What follows belongs to an exercise in optimizing a design on an open flow for a short achievable clock period and few clock cycles; a production flow would make more cautious choices. Function was checked by simulation only, so behaviour that the tests miss may differ from the original. No activity file was given, so power comes from the tool's default toggle rates.

==> flow/design.v <==
`timescale 1ns / 1ps
 `timescale 1ns / 1ps
module ks_add #(parameter W = 32) (
	input wire [W-1:0] a,
	input wire [W-1:0] b,
	input wire cin,
	output wire [W-1:0] s,
	output wire cout
);
	localparam L = (W > 32) ? 6 : (W > 16) ? 5 : (W > 8) ? 4 : (W > 4) ? 3 : (W > 2) ? 2 : 1;
	wire [W-1:0] p0 = a ^ b;
	wire [W-1:0] g [0:L];
	wire [W-1:0] p [0:L];
	assign g[0] = {a[W-1:1] & b[W-1:1], (a[0] & b[0]) | (p0[0] & cin)};
	assign p[0] = p0;
	genvar k, i;
	generate
		for (k = 0; k < L; k = k + 1) begin : lvl
			for (i = 0; i < W; i = i + 1) begin : col
				if (i >= (1 << k)) begin : comb
					assign g[k+1][i] = g[k][i] | (p[k][i] & g[k][i - (1 << k)]);
					assign p[k+1][i] = p[k][i] & p[k][i - (1 << k)];
				end else begin : pass
					assign g[k+1][i] = g[k][i];
					assign p[k+1][i] = p[k][i];
				end
			end
		end
	endgenerate
	assign s = p0 ^ {g[L][W-2:0], cin};
	assign cout = g[L][W-1];
endmodule
 `timescale 1ns / 1ps
module riscv(
	input wire clk,
	input wire rst,
	input wire[31:0] inst,
	output wire[31:0] inst_addr,
	output wire ce,
	input wire[31:0] rdata,
	output wire[31:0] ram_waddr,
	output wire[31:0] ram_wdata,
	output wire ram_wreg,
	output wire[31:0] raddr
);
	reg [31:0] pc;
	reg        btb_v;
	reg [31:2] btb_tag;
	reg [31:2] btb_tgt;
	reg        d_valid;
	reg [31:0] d_ir;
	reg [31:0] d_pc;
	reg [31:0] d_pc4;
	reg [19:2]  d_jlo;
	reg         d_jc;
	reg [11:2]  d_blo;
	reg         d_bc;
	reg [31:20] d_pcj_p, d_pcj_m;
	reg [31:12] d_pcb_p, d_pcb_m;
	reg        d_btb;
	reg        e_wen;
	reg        e_ldw;
	reg [4:0]  e_rd;
	reg        e_ld;
	reg        e_st;
	reg        e_jalr;
	reg        e_force;
	reg        e_r_eq, e_r_ne, e_r_lt, e_r_ge, e_r_ltu, e_r_geu;
	reg [2:0]  e_f3;
	reg [31:0] e_a;      
	reg [31:0] e_b;
	reg [31:0] e_ca;     
	reg [31:0] e_cb;
	reg [31:0] e_sa;     
	reg [4:0]  e_sh;
	reg [31:0] e_sd;
	reg [31:0] e_alt;
	reg        e_r_add, e_r_sub, e_r_sll, e_r_srl, e_r_sra, e_r_slt, e_r_sltu;
	reg        e_r_xor, e_r_or, e_r_and, e_r_link;
	reg        m_wen;
	reg [4:0]  m_rd;
	reg        m_ld;
	reg        m_st;
	reg [2:0]  m_f3;
	reg [31:0] m_res;
	reg [31:0] m_sd;
	reg        m_ldw;
	reg        w_wen;
	reg [4:0]  w_rd;
	reg        w_ld;
	reg [2:0]  w_f3;
	reg [31:0] w_res;
	reg [31:0] w_raw;    
	reg [31:0] rf [1:31];
	assign inst_addr = pc;
	assign ce = 1'b1;
	assign raddr = m_res;
	assign ram_waddr = m_res;
	assign ram_wdata = m_sd;
	assign ram_wreg = m_st;
	wire eq  = e_ca == e_cb;
	wire c_ge;
	ks_add #(32) cmp0 (.a(e_ca), .b(~e_cb), .cin(1'b1), .s(), .cout(c_ge));
	wire ltu = !c_ge;
	wire lt  = (e_ca[31] ^ e_cb[31]) ? e_ca[31] : ltu;
	wire e_redirect = e_force |
		(e_r_eq & eq) | (e_r_ne & !eq) |
		(e_r_lt & lt) | (e_r_ge & !lt) |
		(e_r_ltu & ltu) | (e_r_geu & !ltu);
	wire [31:0] sum, diff;
	ks_add #(32) add0 (.a(e_a), .b(e_b), .cin(1'b0), .s(sum), .cout());
	ks_add #(32) sub0 (.a(e_a), .b(~e_b), .cin(1'b1), .s(diff), .cout());
	wire [31:0] sra  = $signed(e_sa) >>> e_sh;
	wire [31:0] e_target = e_jalr ? {sum[31:2], 2'b00} : e_alt;
	wire [31:0] res =
		({32{e_r_add}}  & sum) |
		({32{e_r_sub}}  & diff) |
		({32{e_r_sll}}  & (e_sa << e_sh)) |
		({32{e_r_srl}}  & (e_sa >> e_sh)) |
		({32{e_r_sra}}  & sra) |
		({32{e_r_slt}}  & {31'd0, lt}) |
		({32{e_r_sltu}} & {31'd0, ltu}) |
		({32{e_r_xor}}  & (e_a ^ e_b)) |
		({32{e_r_or}}   & (e_a | e_b)) |
		({32{e_r_and}}  & (e_a & e_b)) |
		({32{e_r_link}} & e_alt);
	wire [31:0] st_data = (e_f3 == 3'b010) ? e_sd :
	                      (e_f3 == 3'b001) ? {16'd0, e_sd[15:0]} :
	                      (e_f3 == 3'b000) ? {24'd0, e_sd[7:0]} : 32'd0;
	reg [31:0] ld_data;
	always @(*) begin
		case (w_f3)
			3'b000: ld_data = {{24{w_raw[7]}}, w_raw[7:0]};
			3'b001: ld_data = {{16{w_raw[15]}}, w_raw[15:0]};
			3'b100: ld_data = {24'd0, w_raw[7:0]};
			3'b101: ld_data = {16'd0, w_raw[15:0]};
			default: ld_data = w_raw;
		endcase
	end
	wire [31:0] w_data = w_ld ? ld_data : w_res;
	wire [6:0] opc = d_ir[6:0];
	wire [4:0] rd  = d_ir[11:7];
	wire [2:0] f3  = d_ir[14:12];
	wire [4:0] rs1 = d_ir[19:15];
	wire [4:0] rs2 = d_ir[24:20];
	wire is_lui   = opc == 7'b0110111;
	wire is_auipc = opc == 7'b0010111;
	wire is_jal   = opc == 7'b1101111;
	wire is_jalr  = opc == 7'b1100111;
	wire is_br    = opc == 7'b1100011;
	wire is_ld    = opc == 7'b0000011;
	wire is_st    = opc == 7'b0100011;
	wire is_opi   = opc == 7'b0010011;
	wire is_op    = opc == 7'b0110011;
	wire use1 = is_jalr | is_br | is_ld | is_st | is_opi | is_op;
	wire use2 = is_br | is_st | is_op;
	wire wr   = (is_lui | is_auipc | is_jal | is_jalr | is_ld | is_opi | is_op) & (rd != 5'd0);
	wire [31:0] imm_i = {{20{d_ir[31]}}, d_ir[31:20]};
	wire [31:0] imm_s = {{20{d_ir[31]}}, d_ir[31:25], d_ir[11:7]};
	wire [31:0] imm_b = {{20{d_ir[31]}}, d_ir[7], d_ir[30:25], d_ir[11:8], 1'b0};
	wire [31:0] imm_u = {d_ir[31:12], 12'b0};
	wire d_sgn = d_ir[31];
	wire [31:20] d_tj_hi = (d_jc == d_sgn) ? d_pc[31:20] : d_jc ? d_pcj_p : d_pcj_m;
	wire [31:12] d_tb_hi = (d_bc == d_sgn) ? d_pc[31:12] : d_bc ? d_pcb_p : d_pcb_m;
	wire [31:2] d_tgt_j = {d_tj_hi, d_jlo};
	wire [31:2] d_tgt_b = {d_tb_hi, d_blo};
	wire [31:2] d_tgt = is_jal ? d_tgt_j : d_tgt_b;
	wire d_back = is_br && d_ir[31];
	wire d_pred = is_jal || d_back;
	wire [31:0] rf1 = (w_wen && w_rd == rs1) ? w_data : rf[rs1];
	wire [31:0] rf2 = (w_wen && w_rd == rs2) ? w_data : rf[rs2];
	wire fe1 = e_wen && e_rd == rs1;
	wire fe2 = e_wen && e_rd == rs2;
	wire fm1 = m_wen && m_rd == rs1;
	wire fm2 = m_wen && m_rd == rs2;
	wire z1 = rs1 == 5'd0;
	wire z2 = rs2 == 5'd0;
	wire [31:0] old1 = z1 ? 32'd0 : fm1 ? m_res : rf1;
	wire [31:0] old2 = z2 ? 32'd0 : fm2 ? m_res : rf2;
	wire sel_a_e = fe1 && !z1 && !is_lui && !is_auipc;
	wire sel_b_e = fe2 && !z2 && (is_op | is_br);
	wire sel_s_e = fe2 && !z2;
	wire [31:0] a_old = is_lui ? 32'd0 : is_auipc ? d_pc : old1;
	wire [31:0] b_old = (is_op | is_br) ? old2 : is_st ? imm_s : (is_lui | is_auipc) ? imm_u : imm_i;
	wire [31:0] a_new = sel_a_e ? res : a_old;
	wire [31:0] b_new = sel_b_e ? res : b_old;
	wire stall = d_valid && (
	             (e_ldw && ((use1 && e_rd == rs1) || (use2 && e_rd == rs2))) ||
	             (m_ldw && ((use1 && m_rd == rs1) || (use2 && m_rd == rs2))));
	wire go = d_valid && !stall && !e_redirect;
	wire btb_hit = btb_v && btb_tag == pc[31:2];
	wire [31:0] pc4 = pc + 32'd4;
	wire [20:2] f_jlo = {1'b0, pc[19:2]} + {1'b0, inst[19:12], inst[20], inst[30:22]};
	wire [12:2] f_blo = {1'b0, pc[11:2]} + {1'b0, inst[7], inst[30:25], inst[11:9]};
	wire d_redirect = d_valid && !stall && (d_btb ? !d_back : d_pred);
	wire [31:0] d_redirect_tgt = d_btb ? d_pc4 : {d_tgt, 2'b00};
	always @(posedge clk) begin
		if (rst) begin
			pc <= 32'd0;
			btb_v <= 1'b0;
			d_valid <= 1'b0;
		end else begin
			if (e_redirect)
				pc <= e_target;
			else if (stall)
				pc <= pc;
			else if (d_redirect)
				pc <= d_redirect_tgt;
			else if (btb_hit)
				pc <= {btb_tgt, 2'b00};
			else
				pc <= pc4;
			if (d_valid && !stall && !d_btb && d_back) begin
				btb_v <= 1'b1;
				btb_tag <= d_pc[31:2];
				btb_tgt <= d_tgt;
			end
			if (e_redirect || d_redirect)
				d_valid <= 1'b0;
			else if (!stall)
				d_valid <= 1'b1;
		end
		if (!stall) begin
			d_ir <= inst;
			d_pc <= pc;
			d_pc4 <= pc4;
			d_jlo <= f_jlo[19:2];
			d_jc <= f_jlo[20];
			d_blo <= f_blo[11:2];
			d_bc <= f_blo[12];
			d_pcj_p <= pc[31:20] + 12'd1;
			d_pcj_m <= pc[31:20] - 12'd1;
			d_pcb_p <= pc[31:12] + 20'd1;
			d_pcb_m <= pc[31:12] - 20'd1;
			d_btb <= btb_hit;
		end
	end
	always @(posedge clk) begin
		if (rst || !go) begin
			e_wen <= 1'b0;
			e_ldw <= 1'b0;
			e_ld <= 1'b0;
			e_st <= 1'b0;
			e_jalr <= 1'b0;
			e_force <= 1'b0;
			e_r_eq <= 1'b0;
			e_r_ne <= 1'b0;
			e_r_lt <= 1'b0;
			e_r_ge <= 1'b0;
			e_r_ltu <= 1'b0;
			e_r_geu <= 1'b0;
		end else begin
			e_wen <= wr;
			e_ldw <= is_ld & wr;
			e_ld <= is_ld;
			e_st <= is_st;
			e_jalr <= is_jalr;
			e_force <= is_jalr | (is_br & d_back & (f3 == 3'b010 || f3 == 3'b011));
			e_r_eq  <= is_br & (d_back ? f3 == 3'b001 : f3 == 3'b000);
			e_r_ne  <= is_br & (d_back ? f3 == 3'b000 : f3 == 3'b001);
			e_r_lt  <= is_br & (d_back ? f3 == 3'b101 : f3 == 3'b100);
			e_r_ge  <= is_br & (d_back ? f3 == 3'b100 : f3 == 3'b101);
			e_r_ltu <= is_br & (d_back ? f3 == 3'b111 : f3 == 3'b110);
			e_r_geu <= is_br & (d_back ? f3 == 3'b110 : f3 == 3'b111);
		end
		e_rd <= rd;
		e_f3 <= f3;
		e_a  <= a_new;
		e_b  <= b_new;
		e_ca <= (fe1 && !z1) ? res : old1;
		e_cb <= is_opi ? imm_i : (fe2 && !z2) ? res : old2;
		e_sa <= sel_a_e ? res : old1;
		e_sh <= !is_op ? d_ir[24:20] : sel_s_e ? res[4:0] : old2[4:0];
		e_sd <= sel_s_e ? res : old2;
		e_alt <= (is_br && !d_back) ? {d_tgt_b, 2'b00} : d_pc4;
		e_r_add  <= is_lui | is_auipc | is_ld | is_st |
		            (is_opi & f3 == 3'b000) | (is_op & f3 == 3'b000 & !d_ir[30]);
		e_r_sub  <= is_op & f3 == 3'b000 & d_ir[30];
		e_r_sll  <= (is_opi | is_op) & f3 == 3'b001;
		e_r_srl  <= (is_opi | is_op) & f3 == 3'b101 & !d_ir[30];
		e_r_sra  <= (is_opi | is_op) & f3 == 3'b101 & d_ir[30];
		e_r_slt  <= (is_opi | is_op) & f3 == 3'b010;
		e_r_sltu <= (is_opi | is_op) & f3 == 3'b011;
		e_r_xor  <= (is_opi | is_op) & f3 == 3'b100;
		e_r_or   <= (is_opi | is_op) & f3 == 3'b110;
		e_r_and  <= (is_opi | is_op) & f3 == 3'b111;
		e_r_link <= is_jal | is_jalr;
	end
	always @(posedge clk) begin
		if (rst) begin
			m_wen <= 1'b0;
			m_ld <= 1'b0;
			m_ldw <= 1'b0;
			m_st <= 1'b0;
		end else begin
			m_wen <= e_wen;
			m_ld <= e_ld;
			m_ldw <= e_ldw;
			m_st <= e_st;
		end
		m_rd <= e_rd;
		m_f3 <= e_f3;
		m_res <= res;
		m_sd <= st_data;
	end
	always @(posedge clk) begin
		if (rst)
			w_wen <= 1'b0;
		else
			w_wen <= m_wen;
		w_rd <= m_rd;
		w_ld <= m_ld;
		w_f3 <= m_f3;
		w_res <= m_res;
		w_raw <= rdata;
	end
	always @(posedge clk) begin
		if (w_wen)
			rf[w_rd] <= w_data;
	end
endmodule
==> flow/flow/run.sh <==
#!/bin/bash
# The standard layout, with timing repair aimed at a tighter period than the
# 9 ns clock (setup margin of 5.8 ns, so repair works towards 3.2 ns) and
# port buffers of a fixed drive strength.
set -euo pipefail
bash standard.sh SETUP_SLACK_MARGIN=5.8 'BUFFER_PORTS_ARGS=-buffer_cell sky130_fd_sc_hd__buf_4' finish > standard_flow.log 2>&1
==> flow/standard.sh <==
#!/bin/bash
# synth_recipe.tcl (not shown) runs the flow's synth.tcl, then flattens the netlist and writes it again
# the make line also repeats each setting of config.mk as NAME=value (left out here)
make -C /OpenROAD-flow-scripts/flow DESIGN_CONFIG=/design/flow/config.mk WORK_HOME=/design/flow/orfs CLKGATE_MAP_FILE= SYNTH_SCRIPT=/design/flow/synth_recipe.tcl "${@:-finish}"
==> flow/config.mk <==
export PLATFORM = sky130hd
export DESIGN_NAME = riscv
export DESIGN_NICKNAME = riscv
export VERILOG_FILES = /design/flow/design.v
export SDC_FILE = /design/flow/constraint.sdc
export NUM_CORES = 4
export LEC_CHECK = 0
export ABC_CLOCK_PERIOD_IN_PS = 3000
export CAP_MARGIN = 20
export CORE_MARGIN = 2
export CORE_UTILIZATION = 40
export GPL_TIMING_DRIVEN = 1
export SLEW_MARGIN = 20
==> flow/constraint.sdc <==
create_clock -name core_clock -period 9.0 [get_ports {clk}]
set_input_delay 1.8000 -clock core_clock [delete_from_list [all_inputs] [get_ports {clk}]]
set_output_delay 1.8000 -clock core_clock [all_outputs]
set_load 0.01 [all_outputs]
==> impl_metrics.tcl, run 1 <==
set metrics [dict create \
    status "finished clean" \
    startpoint_type "flop" \
    fmax_mhz 277 \
    ant_nets 0 \
    async_reset_ff_frac 0 \
    final_util 0.498 \
    dieArea_sq_um 215000 \
    final_area_sq_um 104000 \
    rrSetupSlack_ns 5.39 \
    p_per_area_nw_per_um2 194 \
    grt_pass1_vias 59500 \
    grt_pass1_wl_um 458000 \
    multi_input_area_sq_um 39100 \
    rows 168 \
    tritoncts "built" \
    p_leak_uw 0.0375 \
    hpwl_um 196000 \
    hold_path_end "w_ld$_DFF_P_" \
    hold_violations 0 \
    r2r-start "e_b[1]$_DFF_P_" \
    crit_chain "inv_4 > ha_4 > nor2_4 > o311a_1 > o311a_1 > or3_4 > buf_6 > buf_6 > a221oi_4 > a21boi_4 > a2111oi_4 > buf_6 > inv_4 > buf_6 > a22oi_1 > o21ai_1" \
    finalWeightedCongestion 1.02 \
    grt_max_degree 94 \
    ys_ff_latch 1693 \
    syn2layout_area_growth_pct 23.8 \
    routed_wl_um 332000 \
    path_class "flop to flop" \
    gr-total-overflow 0 \
    period_needed_ns 3.61 \
    synthDistinctLibCells 99 \
    initial_core_util 0.402 \
    portBuffers 194 \
    crit_top_cell "buf_6" \
    antenna_found_initial 18 \
    crit_slowest_cell "or3_4" \
    ctsHtreeMaxLevel 4 \
    irDropWorstVdd_mv 0.217 \
    cts_root_buf "clkbuf_16" \
    synth_edf_count 1239 \
    period_share 0.401 \
    num_vias 61300 \
    final_common_cell "edfxtp_1" \
    worstHoldStart "m_ld$_SDFF_PP0_" \
    syn_area_per_cell_sq_um 13.6 \
    required_ns 9.74 \
    cp_top_family "compound AO/OA/AOI/OAI gates" \
    drive_gt1_frac 0.354 \
    grt_use_total 0.299 \
    tns_ns 0 \
    clock_path_buffers 3 \
    dr.pass1.iters 9 \
    worst_pin_slew_ns 1.13 \
    final-instance-count-excl-fill 9664 \
    routed_via_density 6.34 \
    rr_endpoint "e_a[13]$_DFF_P_" \
    power_uw 20200 \
    post_dp_cell_area_sq_um 89200 \
    wl_per_cell_um 34.3 \
    layout_common_cells "edfxtp_1, mux4_2, buf_4" \
    ys_seq_area_frac 0.548 \
    drt_iter0_markers 7941 \
    rsz0062_at_grt "true" \
    clkLatencyLatePin_ns 0.89 \
    cts_sinks 1693 \
    nNetsFinal 6919 \
    holdPathStages 0 \
    crit_path_end_kind "flop" \
    crit_path_start "e_b[1]$_DFF_P_" \
    slew_viol_final 0 \
    syn-cell-area_sq_um 84400 \
    synth_flop_cell "edfxtp_1" \
    clkTransAtPathRegs_ns 0.07 \
    ios 196 \
    cts_buffers 184 \
    cap_violations 0 \
    cp.arrival_ns 4.35 \
    worst_slew_margin_rel 0.249 \
    dieHeight_um 463 \
    fp.dieW_um 463 \
    syn-num-nets 6453 \
    synth_cells 6229 \
    drc 0 \
    dp_cells 8893 \
    core_sq_um 210000 \
    cts_hold_buf 0 \
    cp_max_fo 5 \
    fill_cells 17800 \
    regArea_sq_um 46600 \
    cpPeakStageDelay_ns 0.45 \
    crit_buf_inv 6 \
    hold_path.class "flop to flop" \
    r2r_cells 16 \
    final-setup-viol-count 0 \
    yosysWarnings 2 \
    fin_skew_ns 0.0691 \
]
repair_timing:
item,CTS,global route
pin swaps,109,159
hold endpoints to repair,0,0
buffers inserted,263,111
cloned,38,9
gates resized for setup,761,371
setup endpoints to repair,519,498
area by class of cell:
type	count	share of cell area
Inverter	188	0.00727
Clock inverter	101	0.0112
Tap cell	2805	0.0336
Timing Repair Buffer	766	0.0794
Multi-Input combinational cell	3862	0.375
Clock buffer	243	0.0481
Sequential cell	1693	0.446
Antenna cell	6	0.000144
where the power goes:
group / total, uW / leakage, uW / internal (uW) / switching (uW)
Combinational: 3480 / 0.0191 / 1520 / 1960
Sequential: 8970 / 0.0154 / 8660 / 302
Clock: 7800 / 0.00299 / 4450 / 3350
Total: 20200 / 0.0375 / 14600 / 5610
cells by family (layout without fill, tap and decap cells):
logic type | Yosys count | in the layout | synth area share
mux | 974 | 974 | 0.209
compound gates | 1178 | 1180 | 0.0913
fa+ha+maj | 158 | 158 | 0.0238
xor+xnor | 205 | 205 | 0.0213
flops | 1693 | 1693 | 0.548
other cells | 1 | 7 | 0.0000444
buf+inv | 682 | 1298 | 0.0340
simple gates | 1338 | 1344 | 0.0718
cell usage after synthesis, types with 75 or more instances:
library cell / count / share of area
a211oi_1: 134 / 0.012
clkbuf_1: 302 / 0.013
xnor2_1: 122 / 0.013
o21ai_0: 308 / 0.018
mux2_2: 75 / 0.010
inv_1: 179 / 0.0080
xor2_1: 83 / 0.0086
o211ai_1: 88 / 0.0078
ha_1: 154 / 0.023
mux2i_1: 272 / 0.032
buf_2: 77 / 0.0046
nor2_1: 413 / 0.018
dfxtp_1: 454 / 0.11
edfxtp_1: 1239 / 0.44
a21oi_1: 275 / 0.016
mux4_2: 627 / 0.17
nand2_1: 484 / 0.022
metal layers:
layer,GRT usage,vias to the layer above,wire (um)
met5,0,-,68
met4,0.192,8,25000
met3,0.0641,940,33900
met2,0.461,3967,150000
met1,0.384,31300,122000
li1,-,25100,-
worst max path at each step:
stage	endpoint	depth (start not counted)
3_3_place_gp	e_b[4]$_DFF_P_	10
2_1_floorplan	btb_tag[10]$_DFFE_PP_	3
5_1_grt	e_a[13]$_DFF_P_	16
6_report	e_a[13]$_DFF_P_	16
3_5_place_dp	e_sh[4]$_DFF_P_	10
4_1_cts	e_b[31]$_DFF_P_	13
through the flow:
stage	setup WS (ns)	hold slack, ns
2_1_floorplan	5.21	0.310
3_3_place_gp	4.05	0.311
3_5_place_dp	4.06	0.316
4_1_cts	5.45	0.334
5_1_grt	5.33	0.336
6_report	5.39	0.332
sequential cells by signal (all words and copies together), names as in the netlist, 18 cells and up, named ones only:
register	cells
e_sa	32
m_res	32
btb_tag	30
btb_tgt	30
rf	992
d_jlo	18
w_res	32
e_cb	32
d_pcb_p	20
pc	32
m_sd	32
d_pcb_m	19
e_ca	32
e_a	32
e_sd	32
e_b	32
d_pc	32
w_raw	32
d_ir	32
d_pc4	30
e_alt	32
Testbench counts, summed over its fixed seeds: cycles 26,998.
==> run 2: changes to the inputs <==
--- a/flow/design.v
+++ b/flow/design.v
@@ -53,3 +53,3 @@
 	reg [31:0] d_pc4;
-	reg [19:2]  d_jlo;
+	reg [12:2]  d_jlo;
 	reg         d_jc;
@@ -114,5 +114,3 @@
 	wire [31:0] e_target = e_jalr ? {sum[31:2], 2'b00} : e_alt;
-	wire [31:0] res =
-		({32{e_r_add}}  & sum) |
-		({32{e_r_sub}}  & diff) |
+	wire [31:0] res_oth =
 		({32{e_r_sll}}  & (e_sa << e_sh)) |
@@ -126,2 +124,3 @@
 		({32{e_r_link}} & e_alt);
+	wire [31:0] res = ({32{e_r_add}} & sum) | ({32{e_r_sub}} & diff) | res_oth;
 	wire [31:0] st_data = (e_f3 == 3'b010) ? e_sd :
@@ -162,5 +161,6 @@
 	wire d_sgn = d_ir[31];
-	wire [31:20] d_tj_hi = (d_jc == d_sgn) ? d_pc[31:20] : d_jc ? d_pcj_p : d_pcj_m;
+	wire [20:13] d_jmid = {1'b0, d_pc[19:13]} + {1'b0, d_ir[19:13]} + {7'd0, d_jc};
+	wire [31:20] d_tj_hi = (d_jmid[20] == d_sgn) ? d_pc[31:20] : d_jmid[20] ? d_pcj_p : d_pcj_m;
 	wire [31:12] d_tb_hi = (d_bc == d_sgn) ? d_pc[31:12] : d_bc ? d_pcb_p : d_pcb_m;
-	wire [31:2] d_tgt_j = {d_tj_hi, d_jlo};
+	wire [31:2] d_tgt_j = {d_tj_hi, d_jmid[19:13], d_jlo};
 	wire [31:2] d_tgt_b = {d_tb_hi, d_blo};
@@ -184,4 +184,25 @@
 	wire [31:0] b_old = (is_op | is_br) ? old2 : is_st ? imm_s : (is_lui | is_auipc) ? imm_u : imm_i;
-	wire [31:0] a_new = sel_a_e ? res : a_old;
-	wire [31:0] b_new = sel_b_e ? res : b_old;
+	wire ka_a = sel_a_e & e_r_add, ks_a = sel_a_e & e_r_sub;
+	wire ka_b = sel_b_e & e_r_add, ks_b = sel_b_e & e_r_sub;
+	wire s_ca = fe1 && !z1;
+	wire ka_ca = s_ca & e_r_add, ks_ca = s_ca & e_r_sub;
+	wire s_cb = fe2 && !z2 && !is_opi;
+	wire ka_cb = s_cb & e_r_add, ks_cb = s_cb & e_r_sub;
+	wire ka_s = sel_s_e & e_r_add, ks_s = sel_s_e & e_r_sub;
+	wire s_sh = is_op && sel_s_e;
+	wire ka_sh = s_sh & e_r_add, ks_sh = s_sh & e_r_sub;
+	wire [31:0] a_slow  = sel_a_e ? res_oth : a_old;
+	wire [31:0] b_slow  = sel_b_e ? res_oth : b_old;
+	wire [31:0] ca_slow = s_ca ? res_oth : old1;
+	wire [31:0] cb_slow = s_cb ? res_oth : is_opi ? imm_i : old2;
+	wire [31:0] sa_slow = sel_a_e ? res_oth : old1;
+	wire [31:0] sd_slow = sel_s_e ? res_oth : old2;
+	wire [4:0]  sh_slow = s_sh ? res_oth[4:0] : !is_op ? d_ir[24:20] : old2[4:0];
+	wire [31:0] a_new  = ({32{ka_a}} & sum) | ({32{ks_a}} & diff) | a_slow;
+	wire [31:0] b_new  = ({32{ka_b}} & sum) | ({32{ks_b}} & diff) | b_slow;
+	wire [31:0] ca_new = ({32{ka_ca}} & sum) | ({32{ks_ca}} & diff) | ca_slow;
+	wire [31:0] cb_new = ({32{ka_cb}} & sum) | ({32{ks_cb}} & diff) | cb_slow;
+	wire [31:0] sa_new = ({32{ka_a}} & sum) | ({32{ks_a}} & diff) | sa_slow;
+	wire [31:0] sd_new = ({32{ka_s}} & sum) | ({32{ks_s}} & diff) | sd_slow;
+	wire [4:0]  sh_new = ({5{ka_sh}} & sum[4:0]) | ({5{ks_sh}} & diff[4:0]) | sh_slow;
 	wire stall = d_valid && (
@@ -192,3 +213,3 @@
 	wire [31:0] pc4 = pc + 32'd4;
-	wire [20:2] f_jlo = {1'b0, pc[19:2]} + {1'b0, inst[19:12], inst[20], inst[30:22]};
+	wire [13:2] f_jlo = {1'b0, pc[12:2]} + {1'b0, inst[12], inst[20], inst[30:22]};
 	wire [12:2] f_blo = {1'b0, pc[11:2]} + {1'b0, inst[7], inst[30:25], inst[11:9]};
@@ -226,4 +247,4 @@
 			d_pc4 <= pc4;
-			d_jlo <= f_jlo[19:2];
-			d_jc <= f_jlo[20];
+			d_jlo <= f_jlo[12:2];
+			d_jc <= f_jlo[13];
 			d_blo <= f_blo[11:2];
@@ -269,7 +290,7 @@
 		e_b  <= b_new;
-		e_ca <= (fe1 && !z1) ? res : old1;
-		e_cb <= is_opi ? imm_i : (fe2 && !z2) ? res : old2;
-		e_sa <= sel_a_e ? res : old1;
-		e_sh <= !is_op ? d_ir[24:20] : sel_s_e ? res[4:0] : old2[4:0];
-		e_sd <= sel_s_e ? res : old2;
+		e_ca <= ca_new;
+		e_cb <= cb_new;
+		e_sa <= sa_new;
+		e_sh <= sh_new;
+		e_sd <= sd_new;
 		e_alt <= (is_br && !d_back) ? {d_tgt_b, 2'b00} : d_pc4;
==> run 2 against run 1 <==
Hold slack improved by 0.011 ns. Combinational power fell by 6.0%. Sequential share of layout area rose by 0.10 points. Wire length rose by 2.9%. Clock power rose by 0.6%. First-iteration DRC count rose by 9.2%. Sequential power fell by 1%. Die area rose by 0.37%. Largest power group unchanged.
==> impl_metrics.tcl, run 2 <==
set metrics [dict create \
    grt_pass1_vias 59900 \
    synth_area_leaders "edfxtp_1, mux4_2, dfxtp_1, mux2i_1, ha_1" \
    final-setup-viol-count 0 \
    r2r-start "e_sh[0]$_DFF_P_" \
    synthTopCellsByCount "edfxtp_1, mux4_2, dfxtp_1" \
    portBuffers 194 \
    gr-total-overflow 0 \
    fill_cells 17700 \
    holdPathStages 0 \
    fp.dieW_um 464 \
    nNetsFinal 6944 \
    hold_path_end "w_f3[0]$_DFF_P_" \
    top_register "rf" \
    routed_wl_um 341000 \
    grt_use_total 0.304 \
    syn-num-nets 6527 \
    cp_max_fo 6 \
    p_leak_uw 0.0373 \
    rrSetupSlack_ns 5.62 \
    dieArea_sq_um 216000 \
    fin_skew_ns 0.0780 \
    finalWeightedCongestion 0.991 \
    hold_path.class "flop to flop" \
    worstHoldStart "m_f3[0]$_DFF_P_" \
    yosysTopAreaCell "edfxtp_1" \
    ctsHtreeMaxLevel 4 \
    clock_path_buffers 3 \
    required_ns 9.69 \
    cts_root_buf "clkbuf_16" \
    synthSimpleGateAreaFrac 0.0698 \
    path_class "flop to flop" \
    clkLatencyLatePin_ns 0.88 \
    cap_violations 0 \
    grt_max_degree 90 \
    clkTransAtPathRegs_ns 0.07 \
    ys_ff_latch 1686 \
    slew_viol_final 0 \
    dr.pass1.iters 8 \
    fmax_mhz 296 \
    syn_area_per_cell_sq_um 13.4 \
    synth_edf_count 1232 \
    synth_most_common_cell "edfxtp_1" \
    irDropWorstVdd_mv 0.230 \
    r2r_cells 10 \
    syn2layout_area_growth_pct 22.6 \
    period_share 0.376 \
    ant_nets 0 \
    syn-cell-area_sq_um 84700 \
    synth_top_area_share 0.437 \
    num_vias 62100 \
    ys_seq_area_frac 0.544 \
    synthDistinctLibCells 106 \
    synth_flop_cell "edfxtp_1" \
    rsz0062_at_grt "true" \
    drive_gt1_frac 0.350 \
    yosysWarnings 2 \
    synthXorXnorAreaFrac 0.0217 \
    synth_cells 6301 \
    core_sq_um 210000 \
    grt_pass1_wl_um 465000 \
    cp.arrival_ns 4.07 \
    async_reset_ff_frac 0 \
    synth_compound_area_frac 0.101 \
    initial_core_util 0.404 \
    tritoncts "built" \
    layout_common_cells "edfxtp_1, mux4_2, buf_4" \
    routed_via_density 6.41 \
    period_needed_ns 3.38 \
    dieHeight_um 464 \
    largest_reg_flops 992 \
    drt_iter0_markers 8668 \
    worst_slew_margin_rel 0.145 \
    wl_per_cell_um 35.2 \
    final-instance-count-excl-fill 9684 \
    ios 196 \
    status "finished clean" \
    hold_violations 0 \
    synth_top_family_by_area "multiplexers" \
    p_per_area_nw_per_um2 192 \
    cts_sinks 1686 \
    hpwl_um 209000 \
    worst_pin_slew_ns 1.27 \
    crit_path_end_kind "flop" \
    rr_endpoint "e_cb[26]$_DFF_P_" \
    dp_cells 8947 \
    rows 168 \
    final_common_cell "edfxtp_1" \
    tns_ns 0 \
    antenna_found_initial 18 \
    yosys-mux-area-fraction 0.202 \
    synth_adder_area_share 0.0242 \
    drc 0 \
    startpoint_type "flop" \
    cts_buffers 180 \
]
==> run 2: cell families after synthesis <==
family,after synthesis
mux,933
flops,1686
xor+xnor,210
other cells,1
compound gates,1293
buf+inv,730
simple gates,1288
fa+ha+maj,160
==> run 2: cell type report <==
cell class	count	area [sq um]	area share
sequential	1686	46400	0.447
multi-input combinational	3887	39100	0.376
timing repair buffer	742	7750	0.0746
clock buffer	236	5020	0.0483
tap	2805	3510	0.0338
clock inverter	101	1240	0.0119
inverter	219	862	0.00829
antenna	6	15.0	0.000144
timing repair inverter	2	13.8	0.000132
==> run 2: how the worst max path moves through the flow <==
stage / depth (start not counted) / to / from
after floorplan: 2 / btb_tag[10]$_DFFE_PP_ / rst
final: 10 / e_cb[26]$_DFF_P_ / e_sh[0]$_DFF_P_
after global routing: 10 / e_cb[26]$_DFF_P_ / e_sh[0]$_DFF_P_
after detailed placement: 9 / e_cb[3]$_DFF_P_ / e_sh[0]$_DFF_P_
after global placement: 9 / e_cb[3]$_DFF_P_ / e_sh[0]$_DFF_P_
after CTS: 1 / ram_waddr[25] / m_res[25]$_DFF_P_
==> run 2: repair_timing <==
action                                  4_1_cts  5_1_grt
cloned                                       31       15
endpoints found under the setup margin      601      441
endpoints found under the hold margin         0        0
hold buffers                                  0        0
gates resized for setup                     752      339
pin swaps                                   101      143
setup buffers                               224      122
==> run 2: metrics by stage <==
stage	cell area (sq um)	setup WS, ns	utilization	hold WS, ns	power [uW]
after floorplan	84900	4.64	-	0.310	10500
after global placement	89100	3.88	0.424	0.316	11400
after detailed placement	89200	3.82	0.425	0.314	11400
after CTS	101000	5.65	0.482	0.340	19700
after global routing	104000	5.59	0.495	0.345	20500
final	104000	5.62	0.495	0.342	20000
==> run 2: where the power goes <==
group,switching [uW],internal (uW)
Clock,3370,4480
Sequential,276,8580
Combinational,1880,1380
Total,5530,14400
==> run 2: critical path, cell delays in order (launching register included) <==
cell and delay [ns]:
dfxtp_4 0.44, buf_12 0.16, buf_16 0.13, mux4_2 0.54, mux4_2 0.55, a211oi_2 0.26, a31oi_2 0.09, a211o_1 0.28
a221o_2 0.44, a21oi_4 0.21, a21oi_1 0.09
==> run 2: metal layers <==
metal  GRT usage  share of wire  vias up
met1       0.377           0.35    31600
met5           0        0.00032        -
met2       0.479           0.46     4117
met4       0.207          0.084       16
li1            -              -    25300
met3      0.0644           0.10     1027
Testbench counts of run 2, summed over its fixed seeds: cycles 26,998.
==> run 3: changes to the inputs <==
--- a/flow/design.v
+++ b/flow/design.v
@@ -128,2 +128,12 @@
 	                      (e_f3 == 3'b000) ? {24'd0, e_sd[7:0]} : 32'd0;
+	reg [31:0] m_ldd;
+	always @(*) begin
+		case (m_f3)
+			3'b000: m_ldd = {{24{rdata[7]}}, rdata[7:0]};
+			3'b001: m_ldd = {{16{rdata[15]}}, rdata[15:0]};
+			3'b100: m_ldd = {24'd0, rdata[7:0]};
+			3'b101: m_ldd = {16'd0, rdata[15:0]};
+			default: m_ldd = rdata;
+		endcase
+	end
 	reg [31:0] ld_data;
@@ -173,8 +183,10 @@
 	wire fe2 = e_wen && e_rd == rs2;
-	wire fm1 = m_wen && m_rd == rs1;
-	wire fm2 = m_wen && m_rd == rs2;
+	wire fm1 = m_wen && !m_ld && m_rd == rs1;
+	wire fm2 = m_wen && !m_ld && m_rd == rs2;
+	wire fl1 = m_ldw && m_rd == rs1;
+	wire fl2 = m_ldw && m_rd == rs2;
 	wire z1 = rs1 == 5'd0;
 	wire z2 = rs2 == 5'd0;
-	wire [31:0] old1 = z1 ? 32'd0 : fm1 ? m_res : rf1;
-	wire [31:0] old2 = z2 ? 32'd0 : fm2 ? m_res : rf2;
+	wire [31:0] old1 = (z1 || fl1) ? 32'd0 : fm1 ? m_res : rf1;
+	wire [31:0] old2 = (z2 || fl2) ? 32'd0 : fm2 ? m_res : rf2;
 	wire sel_a_e = fe1 && !z1 && !is_lui && !is_auipc;
@@ -184,2 +196,8 @@
 	wire [31:0] b_old = (is_op | is_br) ? old2 : is_st ? imm_s : (is_lui | is_auipc) ? imm_u : imm_i;
+	wire kl1 = fl1 && !fe1 && !z1;
+	wire kl2 = fl2 && !fe2 && !z2;
+	wire kl_a = kl1 && !is_lui && !is_auipc;
+	wire kl_b = kl2 && (is_op || is_br);
+	wire kl_cb = kl2 && !is_opi;
+	wire kl_sh = kl2 && is_op;
 	wire ka_a = sel_a_e & e_r_add, ks_a = sel_a_e & e_r_sub;
@@ -200,12 +218,11 @@
 	wire [4:0]  sh_slow = s_sh ? res_oth[4:0] : !is_op ? d_ir[24:20] : old2[4:0];
-	wire [31:0] a_new  = ({32{ka_a}} & sum) | ({32{ks_a}} & diff) | a_slow;
-	wire [31:0] b_new  = ({32{ka_b}} & sum) | ({32{ks_b}} & diff) | b_slow;
-	wire [31:0] ca_new = ({32{ka_ca}} & sum) | ({32{ks_ca}} & diff) | ca_slow;
-	wire [31:0] cb_new = ({32{ka_cb}} & sum) | ({32{ks_cb}} & diff) | cb_slow;
-	wire [31:0] sa_new = ({32{ka_a}} & sum) | ({32{ks_a}} & diff) | sa_slow;
-	wire [31:0] sd_new = ({32{ka_s}} & sum) | ({32{ks_s}} & diff) | sd_slow;
-	wire [4:0]  sh_new = ({5{ka_sh}} & sum[4:0]) | ({5{ks_sh}} & diff[4:0]) | sh_slow;
-	wire stall = d_valid && (
-	             (e_ldw && ((use1 && e_rd == rs1) || (use2 && e_rd == rs2))) ||
-	             (m_ldw && ((use1 && m_rd == rs1) || (use2 && m_rd == rs2))));
+	wire [31:0] a_new  = ({32{kl_a}} & m_ldd) | ({32{ka_a}} & sum) | ({32{ks_a}} & diff) | a_slow;
+	wire [31:0] b_new  = ({32{kl_b}} & m_ldd) | ({32{ka_b}} & sum) | ({32{ks_b}} & diff) | b_slow;
+	wire [31:0] ca_new = ({32{kl1}} & m_ldd) | ({32{ka_ca}} & sum) | ({32{ks_ca}} & diff) | ca_slow;
+	wire [31:0] cb_new = ({32{kl_cb}} & m_ldd) | ({32{ka_cb}} & sum) | ({32{ks_cb}} & diff) | cb_slow;
+	wire [31:0] sa_new = ({32{kl1}} & m_ldd) | ({32{ka_a}} & sum) | ({32{ks_a}} & diff) | sa_slow;
+	wire [31:0] sd_new = ({32{kl2}} & m_ldd) | ({32{ka_s}} & sum) | ({32{ks_s}} & diff) | sd_slow;
+	wire [4:0]  sh_new = ({5{kl_sh}} & m_ldd[4:0]) | ({5{ka_sh}} & sum[4:0]) | ({5{ks_sh}} & diff[4:0]) | sh_slow;
+	wire stall = d_valid && e_ldw &&
+	             ((use1 && e_rd == rs1) || (use2 && e_rd == rs2));
 	wire go = d_valid && !stall && !e_redirect;
==> run 3 against run 2 <==
Area after synthesis is 1.6% higher. Still clean on timing, DRC and antenna. Highest routed layer unchanged. Largest power group unchanged. Final cell count grew 3.1%. First-iteration DRC count up 6.9%. Global-route usage increased by 1.1 points.
==> impl_metrics.tcl, run 3 <==
set metrics [dict create \
    rsz0062_at_grt "true" \
    hold_path.class "flop to flop" \
    synth_top_area_share 0.430 \
    p_leak_uw 0.0385 \
    syn2layout_area_growth_pct 24.2 \
    top_register "rf" \
    finalWeightedCongestion 1.00 \
    synth_area_leaders "edfxtp_1, mux4_2, dfxtp_1, mux2i_1, ha_1" \
    irDropWorstVdd_mv 0.159 \
    status "finished clean" \
    clkTransAtPathRegs_ns 0.06 \
    antenna_found_initial 17 \
    startpoint_type "flop" \
    rows 170 \
    tns_ns 0 \
    yosysTopAreaCell "edfxtp_1" \
    worst_slew_margin_rel 0.228 \
    dieArea_sq_um 219000 \
    nNetsFinal 7215 \
    slew_viol_final 0 \
    synth_cells 6491 \
    cap_violations 0 \
    synth_flop_cell "edfxtp_1" \
    largest_reg_flops 992 \
    synth_most_common_cell "edfxtp_1" \
    initial_core_util 0.402 \
    wl_per_cell_um 36.0 \
    core_sq_um 214000 \
    clkLatencyLatePin_ns 0.89 \
    cts_sinks 1686 \
    fp.dieW_um 468 \
    clock_path_buffers 3 \
    period_share 0.402 \
    yosysWarnings 2 \
    gr-total-overflow 0 \
    required_ns 9.73 \
    final-setup-viol-count 0 \
    cp.arrival_ns 4.35 \
    cp_max_fo 15 \
    ys_ff_latch 1686 \
    ant_nets 0 \
    cts_root_buf "clkbuf_16" \
    power_uw 20000 \
    portBuffers 194 \
    async_reset_ff_frac 0 \
    routed_wl_um 359000 \
    p_per_area_nw_per_um2 187 \
    grt_pass1_wl_um 486000 \
    hpwl_um 216000 \
    synthTopCellsByCount "edfxtp_1, mux4_2, nand2_1" \
    period_needed_ns 3.62 \
    syn_area_per_cell_sq_um 13.3 \
    syn-num-nets 6716 \
    crit_path_end_kind "flop" \
    path_class "flop to flop" \
    hold_violations 0 \
    fmax_mhz 276 \
    drt_iter0_markers 9267 \
    routed_via_density 6.54 \
    worst_pin_slew_ns 1.16 \
    synth_edf_count 1232 \
    grt_pass1_vias 61800 \
    fill_cells 18000 \
    tritoncts "built" \
    syn-cell-area_sq_um 86100 \
    ctsHtreeMaxLevel 4 \
    layout_common_cells "edfxtp_1, mux4_2, buf_4" \
    post_dp_cell_area_sq_um 90600 \
    drc 0 \
    grt_max_degree 181 \
    synthDistinctLibCells 103 \
    ys_seq_area_frac 0.535 \
    num_vias 65300 \
    final_common_cell "edfxtp_1" \
    grt_use_total 0.315 \
    ios 196 \
    fin_skew_ns 0.0828 \
    dr.pass1.iters 12 \
    final_area_sq_um 107000 \
    drive_gt1_frac 0.359 \
    dieHeight_um 468 \
    cts_buffers 181 \
]
==> run 3: worst max-delay path, cell delays in order (launching register included) <==
cell	delay, ns
dfxtp_1	0.85
nand2_1	0.55
o221ai_1	0.37
a21oi_1	0.07
o21ai_1	0.51
nor3_1	0.13
a22oi_2	0.51
buf_4	0.22
nor2_1	0.04
nor2_1	0.20
==> run 3: cells by family (layout without fill, tap and decap cells) <==
kind of cell,after synthesis,after routing,share of synthesized area
other,1,10,0.0000435
AOI/OAI and AO/OA,1290,1291,0.101
DFF,1686,1686,0.535
xor gates and xnor gates,202,202,0.0205
buffers and inverters,726,1373,0.0377
muxes,965,965,0.204
adders and majority gates,159,159,0.0236
and+or+nand+nor,1462,1463,0.0785
==> run 3: report_power, final <==
part | switching, uW | leakage, uW | internal (uW)
sequential | 309 | 0.0154 | 8570
clock | 3330 | 0.00298 | 4350
combinational | 1980 | 0.0201 | 1450
total | 5620 | 0.0385 | 14400
==> run 3: final cells by class <==
| class | instances | area (sq um) | share of cell area |
|---|---|---|---|
| Sequential cell | 1686 | 46400 | 0.434 |
| Multi-Input combinational cell | 4081 | 41100 | 0.384 |
| Timing Repair Buffer | 831 | 9020 | 0.0843 |
| Clock buffer | 235 | 4960 | 0.0463 |
| Tap cell | 2838 | 3550 | 0.0332 |
| Clock inverter | 98 | 1150 | 0.0107 |
| Inverter | 208 | 805 | 0.00752 |
| Antenna cell | 9 | 22.5 | 0.000210 |
| Timing Repair inverter | 1 | 5.00 | 0.0000468 |
==> run 3: per-layer routing <==
metal  wire [um]  vias up  part of all wire  GRT usage
met5          71        -           0.00020          0
li1            -    26200                 -          -
met1      126000    33300              0.35      0.387
met3       37300     1147              0.10     0.0700
met2      164000     4584              0.46      0.493
met4       32200       10             0.090      0.226
==> run 3: through the flow <==
step,hold slack [ns],setup slack (ns),util,cells
CTS,0.370,5.59,0.482,9787
finish,0.384,5.38,0.499,9987
global route,0.402,5.47,0.499,9982
detailed placement,0.347,3.84,0.423,9172
global placement,0.351,3.74,0.423,9171
floorplan,0.329,4.24,-,6491
==> run 3: final timing paths <==
path                         from          endpoint  slack (ns)  cells past startpoint
hold reg to reg   e_rd[1]$_DFF_P_   m_rd[1]$_DFF_P_        0.38                      0
setup / recovery  e_r_sll$_DFF_P_  e_sa[26]$_DFF_P_        5.38                      9
setup reg to reg  e_r_sll$_DFF_P_  e_sa[26]$_DFF_P_        5.38                      9
hold / removal    e_rd[1]$_DFF_P_   m_rd[1]$_DFF_P_        0.38                      0
==> run 3: what timing repair did <==
| item | CTS | global route |
|---|---|---|
| gates resized for setup | 837 | 369 |
| hold buffers | 0 | 0 |
| pin swaps | 154 | 172 |
| cloned | 35 | 19 |
| setup endpoints to repair | 472 | 335 |
| setup buffers | 247 | 172 |
Testbench counts of run 3, summed over its fixed seeds: cycles 26,557.
==> run 4: changes to the inputs <==
--- a/flow/design.v
+++ b/flow/design.v
@@ -77,3 +77,4 @@
 	reg [31:0] e_alt;
-	reg        e_r_add, e_r_sub, e_r_sll, e_r_srl, e_r_sra, e_r_slt, e_r_sltu;
+	reg        e_cin;
+	reg        e_r_add, e_r_sll, e_r_srl, e_r_sra, e_r_slt, e_r_sltu;
 	reg        e_r_xor, e_r_or, e_r_and, e_r_link;
@@ -109,5 +110,4 @@
 		(e_r_ltu & ltu) | (e_r_geu & !ltu);
-	wire [31:0] sum, diff;
-	ks_add #(32) add0 (.a(e_a), .b(e_b), .cin(1'b0), .s(sum), .cout());
-	ks_add #(32) sub0 (.a(e_a), .b(~e_b), .cin(1'b1), .s(diff), .cout());
+	wire [31:0] sum;
+	ks_add #(32) add0 (.a(e_a), .b(e_b), .cin(e_cin), .s(sum), .cout());
 	wire [31:0] sra  = $signed(e_sa) >>> e_sh;
@@ -124,3 +124,3 @@
 		({32{e_r_link}} & e_alt);
-	wire [31:0] res = ({32{e_r_add}} & sum) | ({32{e_r_sub}} & diff) | res_oth;
+	wire [31:0] res = ({32{e_r_add}} & sum) | res_oth;
 	wire [31:0] st_data = (e_f3 == 3'b010) ? e_sd :
@@ -128,12 +128,2 @@
 	                      (e_f3 == 3'b000) ? {24'd0, e_sd[7:0]} : 32'd0;
-	reg [31:0] m_ldd;
-	always @(*) begin
-		case (m_f3)
-			3'b000: m_ldd = {{24{rdata[7]}}, rdata[7:0]};
-			3'b001: m_ldd = {{16{rdata[15]}}, rdata[15:0]};
-			3'b100: m_ldd = {24'd0, rdata[7:0]};
-			3'b101: m_ldd = {16'd0, rdata[15:0]};
-			default: m_ldd = rdata;
-		endcase
-	end
 	reg [31:0] ld_data;
@@ -183,10 +173,8 @@
 	wire fe2 = e_wen && e_rd == rs2;
-	wire fm1 = m_wen && !m_ld && m_rd == rs1;
-	wire fm2 = m_wen && !m_ld && m_rd == rs2;
-	wire fl1 = m_ldw && m_rd == rs1;
-	wire fl2 = m_ldw && m_rd == rs2;
+	wire fm1 = m_wen && m_rd == rs1;
+	wire fm2 = m_wen && m_rd == rs2;
 	wire z1 = rs1 == 5'd0;
 	wire z2 = rs2 == 5'd0;
-	wire [31:0] old1 = (z1 || fl1) ? 32'd0 : fm1 ? m_res : rf1;
-	wire [31:0] old2 = (z2 || fl2) ? 32'd0 : fm2 ? m_res : rf2;
+	wire [31:0] old1 = z1 ? 32'd0 : fm1 ? m_res : rf1;
+	wire [31:0] old2 = z2 ? 32'd0 : fm2 ? m_res : rf2;
 	wire sel_a_e = fe1 && !z1 && !is_lui && !is_auipc;
@@ -195,18 +183,13 @@
 	wire [31:0] a_old = is_lui ? 32'd0 : is_auipc ? d_pc : old1;
-	wire [31:0] b_old = (is_op | is_br) ? old2 : is_st ? imm_s : (is_lui | is_auipc) ? imm_u : imm_i;
-	wire kl1 = fl1 && !fe1 && !z1;
-	wire kl2 = fl2 && !fe2 && !z2;
-	wire kl_a = kl1 && !is_lui && !is_auipc;
-	wire kl_b = kl2 && (is_op || is_br);
-	wire kl_cb = kl2 && !is_opi;
-	wire kl_sh = kl2 && is_op;
-	wire ka_a = sel_a_e & e_r_add, ks_a = sel_a_e & e_r_sub;
-	wire ka_b = sel_b_e & e_r_add, ks_b = sel_b_e & e_r_sub;
+	wire d_sub = is_op & f3 == 3'b000 & d_ir[30];
+	wire [31:0] b_old = (is_op | is_br) ? (d_sub ? ~old2 : old2) : is_st ? imm_s : (is_lui | is_auipc) ? imm_u : imm_i;
+	wire ka_a = sel_a_e & e_r_add;
+	wire ka_b = sel_b_e & e_r_add;
 	wire s_ca = fe1 && !z1;
-	wire ka_ca = s_ca & e_r_add, ks_ca = s_ca & e_r_sub;
+	wire ka_ca = s_ca & e_r_add;
 	wire s_cb = fe2 && !z2 && !is_opi;
-	wire ka_cb = s_cb & e_r_add, ks_cb = s_cb & e_r_sub;
-	wire ka_s = sel_s_e & e_r_add, ks_s = sel_s_e & e_r_sub;
+	wire ka_cb = s_cb & e_r_add;
+	wire ka_s = sel_s_e & e_r_add;
 	wire s_sh = is_op && sel_s_e;
-	wire ka_sh = s_sh & e_r_add, ks_sh = s_sh & e_r_sub;
+	wire ka_sh = s_sh & e_r_add;
 	wire [31:0] a_slow  = sel_a_e ? res_oth : a_old;
@@ -218,11 +201,13 @@
 	wire [4:0]  sh_slow = s_sh ? res_oth[4:0] : !is_op ? d_ir[24:20] : old2[4:0];
-	wire [31:0] a_new  = ({32{kl_a}} & m_ldd) | ({32{ka_a}} & sum) | ({32{ks_a}} & diff) | a_slow;
-	wire [31:0] b_new  = ({32{kl_b}} & m_ldd) | ({32{ka_b}} & sum) | ({32{ks_b}} & diff) | b_slow;
-	wire [31:0] ca_new = ({32{kl1}} & m_ldd) | ({32{ka_ca}} & sum) | ({32{ks_ca}} & diff) | ca_slow;
-	wire [31:0] cb_new = ({32{kl_cb}} & m_ldd) | ({32{ka_cb}} & sum) | ({32{ks_cb}} & diff) | cb_slow;
-	wire [31:0] sa_new = ({32{kl1}} & m_ldd) | ({32{ka_a}} & sum) | ({32{ks_a}} & diff) | sa_slow;
-	wire [31:0] sd_new = ({32{kl2}} & m_ldd) | ({32{ka_s}} & sum) | ({32{ks_s}} & diff) | sd_slow;
-	wire [4:0]  sh_new = ({5{kl_sh}} & m_ldd[4:0]) | ({5{ka_sh}} & sum[4:0]) | ({5{ks_sh}} & diff[4:0]) | sh_slow;
-	wire stall = d_valid && e_ldw &&
-	             ((use1 && e_rd == rs1) || (use2 && e_rd == rs2));
+	wire [31:0] a_new  = ({32{ka_a}} & sum) | a_slow;
+	wire [31:0] b_new  = ({32{ka_b}} & sum) | b_slow;
+	wire [31:0] ca_new = ({32{ka_ca}} & sum) | ca_slow;
+	wire [31:0] cb_new = ({32{ka_cb}} & sum) | cb_slow;
+	wire [31:0] sa_new = ({32{ka_a}} & sum) | sa_slow;
+	wire [31:0] sd_new = ({32{ka_s}} & sum) | sd_slow;
+	wire [4:0]  sh_new = ({5{ka_sh}} & sum[4:0]) | sh_slow;
+	wire stall = d_valid && (
+	             (e_ldw && ((use1 && e_rd == rs1) || (use2 && e_rd == rs2))) ||
+	             (m_ldw && ((use1 && m_rd == rs1) || (use2 && m_rd == rs2))) ||
+	             (d_sub && !z2 && e_wen && e_rd == rs2));
 	wire go = d_valid && !stall && !e_redirect;
@@ -314,4 +299,4 @@
 		e_r_add  <= is_lui | is_auipc | is_ld | is_st |
-		            (is_opi & f3 == 3'b000) | (is_op & f3 == 3'b000 & !d_ir[30]);
-		e_r_sub  <= is_op & f3 == 3'b000 & d_ir[30];
+		            (is_opi & f3 == 3'b000) | (is_op & f3 == 3'b000);
+		e_cin    <= d_sub;
 		e_r_sll  <= (is_opi | is_op) & f3 == 3'b001;
==> run 4 against run 3 <==
Clock power decreased by 0.7%. Power down 5.8%. First-iteration DRC count is 9.5% lower. Clock skew is 0.012 ns lower. Worst setup slack better by 0.25 ns. Still clean.
==> impl_metrics.tcl, run 4 <==
set metrics [dict create \
    status "finished clean" \
    crit_chain "buf_6" \
    ys_seq_area_frac 0.553 \
    synth_area_leaders "edfxtp_1, mux4_2, dfxtp_1, mux2i_1, nand2_1" \
    yosysTopAreaCell "edfxtp_1" \
    startpoint_type "flop" \
    fin_skew_ns 0.0711 \
    clock_path_buffers 3 \
    async_reset_ff_frac 0 \
    fp.dieW_um 461 \
    wl_per_cell_um 34.3 \
    cp-endpoint "raddr[14]" \
    fmax_mhz 297 \
    ys_ff_latch 1686 \
    grt_pass1_wl_um 439000 \
    synth_most_common_cell "edfxtp_1" \
    syn2layout_area_growth_pct 19.5 \
    busiest_layer "met2" \
    top_register "rf" \
    hpwl_um 198000 \
    p_leak_uw 0.0358 \
    finalWeightedCongestion 1.00 \
    worst_pin_slew_ns 1.31 \
    drive_gt1_frac 0.315 \
    dr.pass1.iters 8 \
    tns_ns 0 \
    grt_max_degree 70 \
    dp_cells 8733 \
    cpPeakStageDelay_ns 0.52 \
    num_vias 59300 \
    synthTopCellsByCount "edfxtp_1, mux4_2, nand2_1" \
    met1_usage 0.368 \
    synth_edf_count 1232 \
    cp.arrival_ns 1.57 \
    path_depth 1 \
    syn_area_per_cell_sq_um 13.7 \
    rrSetupSlack_ns 5.66 \
    yosysWarnings 2 \
    largest_reg_flops 992 \
    rsz0062_at_grt "true" \
    dieArea_sq_um 212000 \
    ctsHtreeMaxLevel 4 \
    cts_sinks 1686 \
    routed_wl_um 321000 \
    crit_slowest_cell "dfxtp_4" \
    irDropWorstVdd_mv 0.177 \
    hold_violations 0 \
    cp_max_fo 5 \
    period_needed_ns 3.37 \
    synth_cells 6070 \
    required_ns 7.20 \
    initial_core_util 0.403 \
    period_share 0.375 \
    final-instance-count-excl-fill 9372 \
    syn-num-nets 6265 \
    crit_buf_inv 1 \
    slew_viol_final 0 \
    synth_flop_cell "edfxtp_1" \
    layout_common_cells "edfxtp_1, mux4_2, nand2_1" \
    antenna_found_initial 18 \
    routed_via_density 6.32 \
    final_util 0.481 \
    tritoncts "built" \
    cts_buffers 182 \
    crit_path_end_kind "primary output" \
    use_met2 0.457 \
    grt_use_met3 0.0694 \
    drt_iter0_markers 8391 \
    cp_top_family "flip-flops" \
    crit_path_start "m_res[14]$_DFF_P_" \
    synth_top_area_share 0.444 \
    worst_slew_margin_rel 0.126 \
    clkTransAtPathRegs_ns 0.06 \
    ios 196 \
    cts_hold_buf 0 \
    rr_endpoint "e_a[28]$_DFF_P_" \
    rows 167 \
    nNetsFinal 6617 \
    clkLatencyLatePin_ns 0.88 \
    cap_violations 0 \
    grt_use_total 0.293 \
    dieHeight_um 461 \
    p_per_area_nw_per_um2 189 \
    r2r-start "d_ir[3]$_DFFE_PN_" \
    portBuffers 194 \
    hold_path.class "flop to flop" \
    r2r_cells 8 \
    final_common_cell "edfxtp_1" \
    drc 0 \
    synthDistinctLibCells 114 \
    cts_root_buf "clkbuf_16" \
    final-setup-viol-count 0 \
    gr-total-overflow 0 \
    core_sq_um 207000 \
    power_uw 18800 \
    syn-cell-area_sq_um 83400 \
    path_class "flop to primary output" \
    grt_pass1_vias 57100 \
    ant_nets 0 \
]
-- run 4: changes by cell type in the layout (fill, tap and decap cells not counted), sizes merged, moves of 30 or more --
cell	delta
nand2	+49
nor2b	-37
mux4	-44
a211oi	-32
buf	-185
ha	-30
mux2i	+32
nor2	-99
mux2	+36
a21oi	-95
-- run 4: power breakdown --
| part | internal [uW] | switching (uW) |
|---|---|---|
| Sequential | 8500 | 242 |
| Combinational | 1030 | 1430 |
| Clock | 4380 | 3270 |
| Total | 13900 | 4930 |
-- run 4: worst min path at each step --
stage | slack [ns] | from | end | cells past startpoint
6_report | 0.33 | m_ld$_SDFF_PP0_ | w_ld$_DFF_P_ | 0
3_3_place_gp | 0.32 | m_ld$_SDFF_PP0_ | w_ld$_DFF_P_ | 0
2_1_floorplan | 0.31 | m_f3[0]$_DFF_P_ | w_f3[0]$_DFF_P_ | 0
5_1_grt | 0.34 | m_f3[1]$_DFF_P_ | w_f3[1]$_DFF_P_ | 0
4_1_cts | 0.33 | m_f3[1]$_DFF_P_ | w_f3[1]$_DFF_P_ | 0
3_5_place_dp | 0.32 | m_f3[1]$_DFF_P_ | w_f3[1]$_DFF_P_ | 0
-- run 4: metrics by stage --
step                      hold slack, ns  instance area, sq um  setup WS (ns)
after detailed placement           0.317                 87700           4.36
after global routing               0.336                 99600           5.64
after floorplan                    0.310                 83500           5.03
after global placement             0.318                 87700           4.37
final                              0.328                 99600           5.63
after CTS                          0.331                 97800           5.66
-- run 4: layout make-up --
class,instances,area (sq um)
flip-flops and latches,1686,46400
inverters,188,749
clock inverters,92,940
repair inverters,3,18.8
repair buffers,642,6690
diodes,8,20.0
clock buffers,246,5110
fillers,17700,107000
multi-input cells,3719,36200
well taps,2788,3490
-- run 4: logic make-up after synthesis --
group,Yosys count,share of synthesized area
AOI/OAI and AO/OA,1091,0.0898
xor gates and xnor gates,199,0.0209
adders and majority gates,129,0.0199
buffers and inverters,666,0.0376
DFF,1686,0.553
muxes,989,0.208
other,1,0.0000450
and+or+nand+nor,1309,0.0715
-- run 4: timing repair --
action,CTS,global route
cloned,19,17
hold endpoints to repair,0,0
buffers inserted,194,63
setup endpoints to repair,636,502
gates resized for setup,500,184
pin swaps,45,55
-- run 4: layer usage --
metal / part of all wire / vias up / routed length (um)
li1: - / 24300 / -
met1: 0.36 / 30400 / 117000
met2: 0.46 / 3670 / 147000
met3: 0.10 / 897 / 32900
met4: 0.076 / 16 / 24400
met5: 0.00031 / - / 98
Testbench counts of run 4, summed over its fixed seeds: cycles 27,019.
==> run 5: changes to the inputs <==
--- a/flow/design.v
+++ b/flow/design.v
@@ -74,3 +74,4 @@
 	reg [31:0] e_sa;     
-	reg [4:0]  e_sh;
+	reg [4:0]  e_shl;    
+	reg [4:0]  e_shr;    
 	reg [31:0] e_sd;
@@ -112,8 +113,8 @@
 	ks_add #(32) add0 (.a(e_a), .b(e_b), .cin(e_cin), .s(sum), .cout());
-	wire [31:0] sra  = $signed(e_sa) >>> e_sh;
+	wire [32:0] sr33 = $signed({e_r_sra & e_sa[31], e_sa}) >>> e_shr;
+	wire [31:0] sr = sr33[31:0];
 	wire [31:0] e_target = e_jalr ? {sum[31:2], 2'b00} : e_alt;
 	wire [31:0] res_oth =
-		({32{e_r_sll}}  & (e_sa << e_sh)) |
-		({32{e_r_srl}}  & (e_sa >> e_sh)) |
-		({32{e_r_sra}}  & sra) |
+		({32{e_r_sll}}  & (e_sa << e_shl)) |
+		({32{e_r_srl | e_r_sra}} & sr) |
 		({32{e_r_slt}}  & {31'd0, lt}) |
@@ -192,4 +193,8 @@
 	wire ka_s = sel_s_e & e_r_add;
-	wire s_sh = is_op && sel_s_e;
-	wire ka_sh = s_sh & e_r_add;
+	wire is_sl = f3 == 3'b001;
+	wire is_sr = f3 == 3'b101;
+	wire s_shl = is_op && is_sl && sel_s_e;
+	wire s_shr = is_op && is_sr && sel_s_e;
+	wire ka_shl = s_shl & e_r_add;
+	wire ka_shr = s_shr & e_r_add;
 	wire [31:0] a_slow  = sel_a_e ? res_oth : a_old;
@@ -200,3 +205,4 @@
 	wire [31:0] sd_slow = sel_s_e ? res_oth : old2;
-	wire [4:0]  sh_slow = s_sh ? res_oth[4:0] : !is_op ? d_ir[24:20] : old2[4:0];
+	wire [4:0]  shl_slow = s_shl ? res_oth[4:0] : (is_op && is_sl) ? old2[4:0] : d_ir[24:20];
+	wire [4:0]  shr_slow = s_shr ? res_oth[4:0] : (is_op && is_sr) ? old2[4:0] : d_ir[24:20];
 	wire [31:0] a_new  = ({32{ka_a}} & sum) | a_slow;
@@ -207,3 +213,4 @@
 	wire [31:0] sd_new = ({32{ka_s}} & sum) | sd_slow;
-	wire [4:0]  sh_new = ({5{ka_sh}} & sum[4:0]) | sh_slow;
+	wire [4:0]  shl_new = ({5{ka_shl}} & sum[4:0]) | shl_slow;
+	wire [4:0]  shr_new = ({5{ka_shr}} & sum[4:0]) | shr_slow;
 	wire stall = d_valid && (
@@ -295,3 +302,4 @@
 		e_sa <= sa_new;
-		e_sh <= sh_new;
+		e_shl <= shl_new;
+		e_shr <= shr_new;
 		e_sd <= sd_new;
==> run 5 against run 4 <==
Synthesized cell count down 0.13%. Hold slack better by 0.00083 ns. Critical path type is now flop to flop. Clock-buffer cell count fell by 3. Highest routed layer unchanged. Still clean on timing, DRC and antenna.
==> impl_metrics.tcl, run 5 <==
set metrics [dict create \
    nNetsFinal 6692 \
    tritoncts "built" \
    crit_slowest_cell "dfxtp_4" \
    routed_via_density 6.44 \
    power_frac_seq 0.464 \
    p_switching_uw 4980 \
    fmax_mhz 299 \
    async_reset_ff_frac 0 \
    crit_path_end_kind "flop" \
    cap_violations 0 \
    cpPeakStageDelay_ns 0.41 \
    setup_ws_ns 5.66 \
    period_needed_ns 3.34 \
    clockPowerShare 0.402 \
    synth_area_leaders "edfxtp_1, mux4_2, dfxtp_1, mux2i_1, nand2_1" \
    syn2layout_area_growth_pct 22.0 \
    post-place-ws_ns 4.30 \
    dieHeight_um 459 \
    num_vias 60200 \
    grt_pass1_wl_um 449000 \
    syn_area_per_cell_sq_um 13.7 \
    irDropWorstVdd_mv 0.160 \
    period_share 0.371 \
    cts_root_buf "clkbuf_16" \
    finalWeightedCongestion 1.04 \
    p_leak_uw 0.0367 \
    cp.arrival_ns 4.12 \
    initial_core_util 0.401 \
    synthDistinctLibCells 89 \
    final_common_cell "edfxtp_1" \
    fin_skew_ns 0.0919 \
    dr.pass1.iters 8 \
    rsz0062_at_grt "true" \
    final-setup-viol-count 0 \
    synthTopCellsByCount "edfxtp_1, mux4_2, nand2_1" \
    portBuffers 194 \
    routed_wl_um 330000 \
    grt_use_total 0.302 \
    startpoint_type "flop" \
    dieArea_sq_um 211000 \
    path_class "flop to flop" \
    grt_use_met3 0.0599 \
    clock_path_buffers 3 \
    ctsHtreeMaxLevel 4 \
    use_met2 0.473 \
    switching_share 0.266 \
    top_register "rf" \
    gr-total-overflow 0 \
    ant_nets 0 \
    drt_iter0_markers 8571 \
    synth_top_area_share 0.446 \
    antenna_found_initial 28 \
    hold_violations 0 \
    met1_usage 0.386 \
    busiest_layer "met2" \
    p_per_area_nw_per_um2 186 \
    yosysTopAreaCell "edfxtp_1" \
    synth_most_common_cell "edfxtp_1" \
    power_uw 18800 \
    synth_edf_count 1232 \
    cp_top_family "compound AO/OA/AOI/OAI gates" \
    ys_seq_area_frac 0.557 \
    slew_viol_final 0 \
    worst_pin_slew_ns 1.16 \
    clkTransAtPathRegs_ns 0.06 \
    ys_ff_latch 1691 \
    yosysWarnings 2 \
    syn-cell-area_sq_um 82900 \
    wl_per_cell_um 35.2 \
    cts_buffers 179 \
    ios 196 \
    hpwl_um 197000 \
    layout_common_cells "edfxtp_1, mux4_2, nand2_1" \
    core_sq_um 206000 \
    crit_chain "inv_2 > ha_4 > a211oi_4 > o21a_1 > or3_4 > and3b_2 > o31a_1 > o41ai_2 > xor2_1 > buf_4 > a21oi_4 > buf_12 > o31ai_2" \
    synth_cells 6062 \
    required_ns 9.77 \
    grt_max_degree 78 \
    crit_buf_inv 3 \
    tns_ns 0 \
    cts_hold_buf 0 \
    clkLatencyLatePin_ns 0.89 \
    combPwrFrac 0.133 \
    syn-num-nets 6256 \
    drive_gt1_frac 0.327 \
    cts_sinks 1691 \
    grt_pass1_vias 57800 \
    drc 0 \
    largest_reg_flops 992 \
    hold_path.class "flop to flop" \
    status "finished clean" \
    synth_flop_cell "edfxtp_1" \
    cp_max_fo 7 \
    rows 167 \
    fp.dieW_um 459 \
    worst_slew_margin_rel 0.225 \
    power.internal_uw 13800 \
]
## run 5: cell count changes in the layout (fill, tap and decap cells not counted), moves of 20 or more
cell and change:
o21ai_0 +25, mux2_2 -28, o21ai_1 -39, nor3_1 -21
a32oi_1 -24, nand3_1 -20, buf_4 +41, a211oi_1 +20
a21oi_1 +32
## run 5: metrics by stage
stage                util  instances  instance area, sq um  hold WS, ns
floorplan               -       6062                 83000        0.310
CTS                 0.476       9220                 98300        0.329
detailed placement  0.424       8648                 87500        0.319
global route        0.490       9354                101000        0.339
global placement    0.424       8648                 87500        0.313
finish              0.490       9356                101000        0.329
## run 5: per-layer routing
layer	vias up	wire, um
met5	-	140
met4	16	23600
met1	30800	120000
met3	950	34100
met2	4021	152000
li1	24400	-
## run 5: final timing paths
check | from | to | slack [ns] | depth (start not counted)
worst max-delay path | e_b[6]$_DFF_P_ | e_cb[29]$_DFF_P_ | 5.66 | 13
worst min-delay path | m_f3[0]$_DFF_P_ | w_f3[0]$_DFF_P_ | 0.33 | 0
worst max register to register | e_b[6]$_DFF_P_ | e_cb[29]$_DFF_P_ | 5.66 | 13
worst min register to register | m_f3[0]$_DFF_P_ | w_f3[0]$_DFF_P_ | 0.33 | 0
## run 5: power by group through the flow
stage          Combinational [uW]  Clock (uW)  Sequential, uW
2_1_floorplan                1310           0            8740
3_3_place_gp                 1930           0            8910
3_5_place_dp                 1930           0            8910
4_1_cts                      2260        7600            8700
5_1_grt                      2600        7920            8710
6_report                     2500        7550            8710
## run 5: cell families after synthesis
| logic type | synth area share |
|---|---|
| xor+xnor | 0.0204 |
| flops | 0.557 |
| buf+inv | 0.0338 |
| mux | 0.209 |
| fa+ha+maj | 0.0199 |
| compound gates | 0.0896 |
| other cells | 0.0000452 |
| simple gates | 0.0702 |
## run 5: area by class of cell
| type | count | area (sq um) |
|---|---|---|
| Timing Repair Buffer | 718 | 7700 |
| Sequential cell | 1691 | 46500 |
| Tap cell | 2704 | 3380 |
| Clock inverter | 88 | 1010 |
| Clock buffer | 243 | 4940 |
| Timing Repair inverter | 3 | 15.0 |
| Multi-Input combinational cell | 3717 | 36800 |
| Antenna cell | 4 | 10.0 |
| Inverter | 188 | 723 |
| Fill cell | 17500 | 105000 |
## run 5: what timing repair did
action / 4_1_cts / 5_1_grt
gates resized for setup: 597 / 283
pin swaps: 74 / 106
setup buffers: 211 / 107
gates cloned: 30 / 25
endpoints found under the setup margin: 725 / 318
## run 5: worst register-to-register path: stages, from the launching register on
cell and delay, ns:
dfxtp_4 0.41, inv_2 0.07, ha_4 0.29, a211oi_4 0.06, o21a_1 0.20, or3_4 0.40
and3b_2 0.23, o31a_1 0.38, o41ai_2 0.37, xor2_1 0.22, buf_4 0.18, a21oi_4 0.06
buf_12 0.18, o31ai_2 0.22
Testbench counts of run 5, summed over its fixed seeds: cycles 27,019.

Check on run 5: ideal ports give 5.657 ns setup slack; a clkbuf_16 on the clock port and buf_2 on the inputs give 5.578 ns; moving port delays by the midpoint clock arrival (0.941 ns) as well gives 4.985 ns.
